From an optimization exercise on the open Yosys and OpenROAD flow, aimed at small area, a short achievable clock period and few clock cycles; shortcuts taken in it are not production practice.
At most, simulation tests tie the RTL to the original design; equivalence was not proved.

## build 55
// SP
module SP(
	clk,
	rst_n,
	cg_en,
	in_valid,
	in_data,
	in_mode,
	out_valid,
	out_data
);
For scale: roughly 1,400 cells after synthesis, roughly 200 flip-flops, about 27 I/O pins, roughly 12,000 µm² of cells after synthesis.
clock: 22.0 ns
lec_check: 0
cap_margin: 20
core_margin: 2
core_utilization: 40
slew_margin: 20
standard.sh (not shown) runs the stock make flow with config.mk's settings and CLKGATE_MAP_FILE= SYNTH_SCRIPT=/design/flow/synth_recipe.tcl, a recipe that flattens the netlist after the stock synthesis.
==> flow/flow/run.sh <==
#!/bin/bash
set -e
bash standard.sh BUFFER_PORTS_ARGS="-buffer_cell sky130_fd_sc_hd__buf_4" SETUP_SLACK_MARGIN=16.5 ABC_AREA=1 CTS_ARGS="-sink_clustering_enable -repair_clock_nets -sink_clustering_size 20 -sink_clustering_max_diameter 120 -sink_clustering_levels 1" finish > standard.log 2>&1
Testbench counts of build 55, summed over its fixed seeds: cycles 10,357.
diff inputs: build 55 => build 14
==> flow/flow/run.sh <==
#!/bin/bash
set -e
bash standard.sh BUFFER_PORTS_ARGS="-buffer_cell sky130_fd_sc_hd__buf_4" SETUP_SLACK_MARGIN=16.5 CTS_CLUSTER_SIZE=20 CTS_CLUSTER_DIAMETER=120 finish > standard.log 2>&1
### Flow results
Core utilization was higher in build 14 than in build 55. [compare] base=build 55 new=build 14: final non-filler cell area went up by about 2.2%; global routing usage on met2 went up by 0.84 points; maximum operating frequency was more or less identical; layout filler cell count went down by 106; post-synthesis cell type count went up by 69%.
Changes in build 15 relative to build 14:
==> flow/flow/run.sh <==
#!/bin/bash
set -e
bash standard.sh BUFFER_PORTS_ARGS="-buffer_cell sky130_fd_sc_hd__buf_4" SETUP_SLACK_MARGIN=16.5 ABC_AREA=1 CTS_CLUSTER_SIZE=20 CTS_CLUSTER_DIAMETER=120 finish > standard.log 2>&1
Notes after the runs:
Of build 15 and build 14, the run reporting the higher number of signal-net inverters in the final layout was build 15.
Cmp build 15 and build 14 / worst slack on hold paths / higher: build 15
Build 14 → build 15: clock-buffer cell count higher; final wirelength has decreased; global-route usage over all layers has decreased; post-cts sizing count shows a reduction of 12.
Changes observed in build 15 relative to build 14: area of the core region flat; register share of the cell area saw an increase.
For build 15, the leading cell type in the layout, fill and taps excluded was nand2_1, unlike build 14, where it was dfxtp_1.
--- input diff build 15..build 75 ---
==> flow/flow/run.sh <==
#!/bin/bash
set -e
bash standard.sh BUFFER_PORTS_ARGS="-buffer_cell sky130_fd_sc_hd__buf_4" SETUP_SLACK_MARGIN=16.5 ABC_AREA=1 CTS_BUF_LIST=sky130_fd_sc_hd__clkbuf_8 CTS_CLUSTER_SIZE=16 CTS_CLUSTER_DIAMETER=100 finish > standard.log 2>&1
## What came out
- Comparing build 15 against build 75, there is no change at all in number of enable-type register cells in the synthesized netlist.
- Delta (build 75 minus build 15): number of standard cells in the final layout excluding fillers climbed 7, layout clock buffer count dropped 4, setup slack dropped 0.059 ns, count of sequential standard cells barely changed, number of clock buffers inserted by TritonCTS climbed 2.
- Summary of build 75 over build 15: number of detailed-route iterations in the first pass was more or less identical; post-route met1 wirelength was more or less identical.
Relative to build 75, the following input files were edited for build 58:
==> flow/flow/run.sh <==
#!/bin/bash
set -e
bash standard.sh BUFFER_PORTS_ARGS="-buffer_cell sky130_fd_sc_hd__buf_4" SETUP_SLACK_MARGIN=16.0 ABC_AREA=1 CTS_CLUSTER_SIZE=20 CTS_CLUSTER_DIAMETER=120 finish > standard.log 2>&1
==> comparison <==
Lower arrival time of data at the critical path endpoint among build 58 and build 75: build 58
Between build 58 and build 75, the total clock buffers created by CTS is lower for build 58.
Compared with build 75, in build 58 initial core utilization roughly the same.

========
Another version of the RTL of SP (not shown whole).
Size: about 27 I/O pins, ~12,000 sq um of cells after synthesis.
clock: 22.0 ns
lec_check: 0
cap_margin: 20
core_margin: 2
core_utilization: 40
slew_margin: 20
==> flow/flow/run.sh <==
#!/bin/bash
# Standard layout with stronger port buffers; timing repair aims for slack well
# beyond the clock's (the clock and constraints are unchanged).
set -e
bash standard.sh BUFFER_PORTS_ARGS="-buffer_cell sky130_fd_sc_hd__buf_4" SETUP_SLACK_MARGIN=17.0 finish > standard.log 2>&1
The starting point completed without violations.
==> next run, changes <==
==> flow/flow/run.sh (replaced) <==
#!/bin/bash
# Standard layout with stronger port buffers; timing repair aims for slack well
# beyond the clock's (the clock and constraints are unchanged).
set -e
bash standard.sh BUFFER_PORTS_ARGS="-buffer_cell sky130_fd_sc_hd__buf_4" SETUP_SLACK_MARGIN=16.5 finish > standard.log 2>&1
Effect:
- maximum frequency is about the same
- cell area came out lower by about 5%
- clock-buffer cell count falls by 11
- worst hold slack gets better by 0.0036 ns
==> next run, changes <==
==> flow/flow/run.sh (replaced) <==
#!/bin/bash
# Standard layout with stronger port buffers.
set -e
bash standard.sh BUFFER_PORTS_ARGS="-buffer_cell sky130_fd_sc_hd__buf_4" finish > standard.log 2>&1
Effect: Final area shrinks by about 6%; cell count falls by about 2.8%; routed wire length is lower by about 3.7%; maximum frequency went down by 18%; hold slack barely changes; critical path depth increases by 26.
No run of this note included a check of the RTL's function; only the layout flow was run.

========
## nickel
RTL: one of the versions met above, not the one the previous note started from.
Size in the first run: about 200 flip-flops, roughly 27 I/O pins, ~12000 sq um of cells after synthesis.
export LEC_CHECK = 0
export CAP_MARGIN = 20
export CORE_MARGIN = 2
export CORE_UTILIZATION = 40
export SLEW_MARGIN = 20
create_clock -name core_clock -period 22.0 [get_ports {clk}]
==> flow/flow/run.sh <==
#!/bin/bash
set -e
bash standard.sh BUFFER_PORTS_ARGS="-buffer_cell sky130_fd_sc_hd__buf_4" SETUP_SLACK_MARGIN=16.5 ABC_AREA=1 CTS_ARGS="-sink_clustering_enable -repair_clock_nets -sink_clustering_size 20 -sink_clustering_max_diameter 120 -num_static_layers 1" finish > standard.log 2>&1
Testbench counts of nickel, summed over its fixed seeds: cycles 10,357.
Inputs modified between nickel and cedar:
==> flow/flow/run.sh <==
#!/bin/bash
set -e
bash standard.sh BUFFER_PORTS_ARGS="-buffer_cell sky130_fd_sc_hd__buf_4" SETUP_SLACK_MARGIN=16.5 ABC_AREA=1 CTS_BUF_LIST="sky130_fd_sc_hd__clkbuf_8 sky130_fd_sc_hd__clkbuf_16" CTS_CLUSTER_SIZE=20 CTS_CLUSTER_DIAMETER=120 finish > standard.log 2>&1
Findings:
- nickel and cedar ended up with nearly the same final standard cell utilization of the core.
- cedar: done, clean on timing, DRC and antenna
- | number of DRC markers after the initial detailed-route iteration | lower: nickel |
- As far as row count goes, nickel and cedar are indistinguishable; the numbers are identical.
- Depth of the most critical reg-to-reg path up 1 in cedar wrt nickel
- Delta(final-layout clock buffer total, cedar - nickel) < 0
- Diff nickel..cedar | global-route usage | negligible
- On routed wire length, nickel tracks cedar almost exactly.
- The layout cell share with drive strength beyond 1 of nickel and that of cedar are within noise of each other.

========
== v6 ==
SP, a different RTL version from the one above (not shown whole).
For scale: ~1300 cells after synthesis, roughly 210 flip-flops, ~27 I/O pins, roughly 11000 um2 of cells after synthesis.
clock: 22.0 ns
lec_check: 0
cap_margin: 20
core_margin: 2
core_utilization: 40
slew_margin: 20
==> flow/flow/run.sh <==
#!/bin/bash
# Layout flow: the standard ORFS flow (standard.sh, standard synthesis
# unchanged), with these settings passed on to ORFS:
#  - port buffers are buf_4 cells (the default pick is a slow delay cell);
#  - ABC's area script for technology mapping;
#  - timing repair aims for 16.5 ns of setup slack at the unchanged 22 ns
#    clock, i.e. it works on paths longer than 5.5 ns;
#  - clock tree: sink clusters of up to 20 registers within 120 um, and no
#    dummy loads.
# The clock, its period and the I/O constraints are the standard flow's, unchanged.
# The full make output goes to standard.log; ORFS keeps each tool's own log
# under orfs/logs/.
set -e
bash standard.sh \
  BUFFER_PORTS_ARGS="-buffer_cell sky130_fd_sc_hd__buf_4" \
  ABC_AREA=1 \
  SETUP_SLACK_MARGIN=16.5 \
  CTS_ARGS="-sink_clustering_enable -repair_clock_nets -sink_clustering_size 20 -sink_clustering_max_diameter 120 -dont_use_dummy_load" \
  finish > standard.log 2>&1
Testbench counts of v6, summed over its fixed seeds: cycles 10,253.
--- input diff v6..v7 ---
==> flow/flow/run.sh <==
#!/bin/bash
set -e
bash standard.sh BUFFER_PORTS_ARGS="-buffer_cell sky130_fd_sc_hd__buf_4" SETUP_SLACK_MARGIN=16.5 ABC_AREA=1 CTS_ARGS="-sink_clustering_enable -repair_clock_nets -sink_clustering_size 20 -sink_clustering_max_diameter 120 -dont_use_dummy_load" finish > standard.log 2>&1
## What came out
Looking at v7 and v6, the number of placed cells counting well taps is a wash.
Reported for v7 and v6, post-synthesis sequential area ratio turned out identical to the last digit.
v7 vs. v6: area of all sequential standard cells held steady.
Count of buffers inserted at the top-level ports: v7 vs v6, no meaningful difference
Reported for v7 and v6, final setup slack of the worst path turned out identical to the last digit.
Compared v7 against v6.
v7 vs. v6: first-pass GRT wire length was more or less identical, async set-or-reset flop fraction in the synthesized netlist was more or less identical.
v7 completed; timing, DRC and antenna clean

========
raven:
Another version of the RTL of SP (not shown whole).
For scale: roughly 1300 cells after synthesis, ~200 flip-flops, about 11000 sq um of cells after synthesis.
## SP
module SP(
	clk,
	rst_n,
	cg_en,
	in_valid,
	in_data,
	in_mode,
	out_valid,
	out_data
);
input		clk;
input		rst_n;
input		in_valid;
input		cg_en;
input [8:0] in_data;
input [2:0] in_mode;
output reg 		  out_valid;
output reg [9:0]  out_data;
integer i;
function sgt;
	input [8:0] a;
	input [8:0] b;
	reg [8:0] u, v;
	integer j;
	begin
		u = {~a[8], a[7:0]};
		v = {~b[8], b[7:0]};
		sgt = 1'b0;
		for (j = 0; j < 9; j = j + 1)
			sgt = (u[j] & ~v[j]) | (~(~u[j] & v[j]) & sgt);
	end
endfunction
reg       busy;
reg [4:0] c;
reg [2:0] mode;
reg       o1, o2;
wire start = in_valid && !busy;
always @(posedge clk or negedge rst_n) begin
	if (!rst_n) busy <= 1'b0;
	else if (start) busy <= 1'b1;
	else if (o2) busy <= 1'b0;
end
always @(posedge clk) begin
	c <= busy ? c + 5'd1 : 5'd0;
	if (start) mode <= in_mode;
end
wire m1 = mode[1];
wire m2 = mode[2];
wire [4:0] nc = c + 5'd1;
reg inph, fen, ins_raw, ins_f, ins_q, clr, lastins;
wire nraw0 = !(in_mode[2] && !in_mode[1]);
always @(posedge clk or negedge rst_n) begin
	if (!rst_n) begin
		inph <= 1'b0; fen <= 1'b0; ins_raw <= 1'b0; ins_f <= 1'b0; ins_q <= 1'b0;
		clr <= 1'b0; lastins <= 1'b0;
	end else begin
		inph    <= start || busy && nc <= 5'd8;
		fen     <= busy && m1 && nc >= 5'd9 && nc <= 5'd17;
		ins_raw <= start && nraw0 ||
		           busy && (m1 ? nc <= 5'd7 : !m2 && nc <= 5'd8);
		ins_f   <= busy && m1 && !m2 && nc >= 5'd10 && nc <= 5'd18;
		ins_q   <= busy && m2 && (m1 ? (nc >= 5'd13 && nc <= 5'd21) : (nc >= 5'd4 && nc <= 5'd12));
		clr     <= busy && m1 && nc == 5'd8;
		lastins <= busy && (m2 ? (m1 ? nc == 5'd21 : nc == 5'd12) : (m1 ? nc == 5'd18 : nc == 5'd8));
	end
end
wire ins = ins_raw || ins_f || ins_q;
reg [7:0] gi;                 
reg       sg;
wire [7:0] gin;
genvar k;
generate for (k = 0; k < 8; k = k + 1) begin : g_gray
	if (k >= 4) assign gin[k] = ^in_data[7:k];
	else assign gin[k] = ^in_data[3:k];
end endgenerate
always @(posedge clk) begin
	gi <= gin;
	sg <= in_data[8];
end
wire [7:0] gb = {gi[7:4], gi[3:0] ^ {4{gi[4]}}};
wire [7:0] gr = {gi[7:4] ^ {1'b0, gi[7:5]}, gi[3:0] ^ {1'b0, gi[3:1]}};    
wire [7:0] nb;
generate for (k = 0; k < 8; k = k + 1) begin : g_neg
	if (k == 0) assign nb[k] = gb[0];
	else assign nb[k] = gb[k] ^ (sg & (|gb[k-1:0]));
end endgenerate
  ...
export LEC_CHECK = 0
export CAP_MARGIN = 20
export CORE_MARGIN = 2
export CORE_UTILIZATION = 40
export SLEW_MARGIN = 20
create_clock -name core_clock -period 22.0 [get_ports {clk}]
==> flow/flow/run.sh <==
#!/bin/bash
set -e
bash standard.sh BUFFER_PORTS_ARGS="-buffer_cell sky130_fd_sc_hd__buf_4" SETUP_SLACK_MARGIN=16.5 ABC_AREA=1 CTS_BUF_LIST=sky130_fd_sc_hd__clkbuf_8 CTS_CLUSTER_SIZE=12 CTS_CLUSTER_DIAMETER=100 finish > standard.log 2>&1
raven completed every stage of the flow, and the final layout passed the timing, design-rule and antenna checks.
Testbench counts of raven, summed over its fixed seeds: cycles 10,357.
Setup changes, raven to xenon
==> flow/flow/run.sh <==
#!/bin/bash
set -e
bash standard.sh BUFFER_PORTS_ARGS="-buffer_cell sky130_fd_sc_hd__buf_4" SETUP_SLACK_MARGIN=16.5 ABC_AREA=1 CTS_CLUSTER_SIZE=20 CTS_CLUSTER_DIAMETER=120 finish > standard.log 2>&1
## What came out
- Share of final layout cell area taken by clock buffers and inverters for xenon: 0.73 points up relative to raven
- raven → xenon: non-clock buffer total of the final layout lost 9.6%; routing usage on met3 dropped 0.42 points; biggest fanout along the worst timing path comparable.
- On via count of the first global-routing pass, raven and xenon are basically level.
- Going from raven to xenon, clock insertion delay at the later pin of the skew report shrinks by 0.07 ns.
- The fraction of area in multi-input gates was comparable across raven and xenon.
- From xenon to raven, flip-flop and latch count did not move at all.
- raven and xenon ended up with nearly the same post-synthesis cell area.
Input-level comparison between maple and xenon:
# xenon
export LEC_CHECK = 0
export CAP_MARGIN = 20
export CORE_MARGIN = 2
export CORE_UTILIZATION = 40
export SLEW_MARGIN = 20
create_clock -name core_clock -period 22.0 [get_ports {clk}]
# maple
export LEC_CHECK = 0
export CAP_MARGIN = 20
export CORE_MARGIN = 2
export CORE_UTILIZATION = 60
export SLEW_MARGIN = 20
create_clock -name core_clock -period 22.0 [get_ports {clk}]
[summary]
- maple has completed all stages; timing, DRC and antenna checks passed.
- Cell area after layout sits lower in maple than in xenon.
- maple vs. xenon: final cell count fell by about 6%, count of standard-cell rows fell by about 18%, via count rose by 190, utilization rose by 22 points.
[inputs] violet vs maple
# maple
export LEC_CHECK = 0
export CAP_MARGIN = 20
export CORE_MARGIN = 2
export CORE_UTILIZATION = 60
export SLEW_MARGIN = 20
create_clock -name core_clock -period 22.0 [get_ports {clk}]
# violet
export LEC_CHECK = 0
export CAP_MARGIN = 20
export CORE_MARGIN = 2
export CORE_UTILIZATION = 40
export SLEW_MARGIN = 20
create_clock -name core_clock -period 22.0 [get_ports {clk}]
==> flow/flow/run.sh <==
#!/bin/bash
set -e
bash standard.sh BUFFER_PORTS_ARGS="-buffer_cell sky130_fd_sc_hd__buf_4" SETUP_SLACK_MARGIN=16.7 ABC_AREA=1 CTS_CLUSTER_SIZE=20 CTS_CLUSTER_DIAMETER=120 finish > standard.log 2>&1
[summary]
Compared to maple, violet has post-detailed-routing wire length 2.5% higher.
maple and violet ended up with nearly the same clock-cell share of area.
violet -> maple: non-clock buffering overhead in the final layout flat
Between violet and maple, the count of multi-input gates figures differ only marginally.
In violet, the sequential share of layout area came out 0.71 points below the value in maple.
Data arrival at the endpoint of the critical path: maple vs violet — no meaningful difference

[port drivers added, routing unchanged]
In the flow no input, the clock included, has a driving cell. The finished layouts below were timed again as built, in two steps.
Step 1 sets driving cells, clkbuf_16 on the clock port and buf_2 on the other inputs (assumed; they add their load-dependent delay and slew).
Step 2, shift: input delay + t, output delay - t, t = (earliest + latest rising clock arrival at the registers) / 2. This alone moves slack from input paths to output paths.
Slacks: ideal ports / drivers / drivers and shift; pairs: ideal ports / drivers.
run | t, ns | setup WS [ns] | worst register clock-pin slew, ns | cell pins on the clock port's net
build 55 | 0.518 | 16.583 / 16.534 / 16.735 | 0.09 / 0.09 | 1
build 14 | 0.518 | 16.584 / 16.537 / 16.647 | 0.09 / 0.09 | 1
build 15 | 0.518 | 16.583 / 16.534 / 16.735 | 0.09 / 0.09 | 1
build 75 | 0.545 | 16.523 / 16.485 / 16.764 | 0.12 / 0.12 | 1
build 58 | 0.517 | 16.582 / 16.534 / 16.707 | 0.09 / 0.09 | 1
the first run of note 2 | 0.561 | 16.562 / 16.511 / 16.678 | 0.06 / 0.06 | 1
the second run of note 2 | 0.557 | 16.566 / 16.516 / 16.599 | 0.06 / 0.06 | 1
the third run of note 2 | 0.545 | 15.381 / 15.381 / 15.381 | 0.06 / 0.06 | 1
nickel | 0.520 | 16.580 / 16.531 / 16.739 | 0.09 / 0.09 | 1
cedar | 0.518 | 16.581 / 16.533 / 16.743 | 0.09 / 0.09 | 1
v6 | 0.513 | 16.555 / 16.506 / 16.781 | 0.10 / 0.10 | 1
v7 | 0.513 | 16.555 / 16.506 / 16.781 | 0.10 / 0.10 | 1
raven | 0.574 | 16.514 / 16.472 / 16.805 | 0.10 / 0.10 | 1
xenon | 0.516 | 16.569 / 16.525 / 16.818 | 0.09 / 0.09 | 1
maple | 0.517 | 16.584 / 16.536 / 16.875 | 0.09 / 0.09 | 1
violet | 0.516 | 16.571 / 16.527 / 16.816 | 0.09 / 0.09 | 1
After both steps every run listed still meets setup and hold.
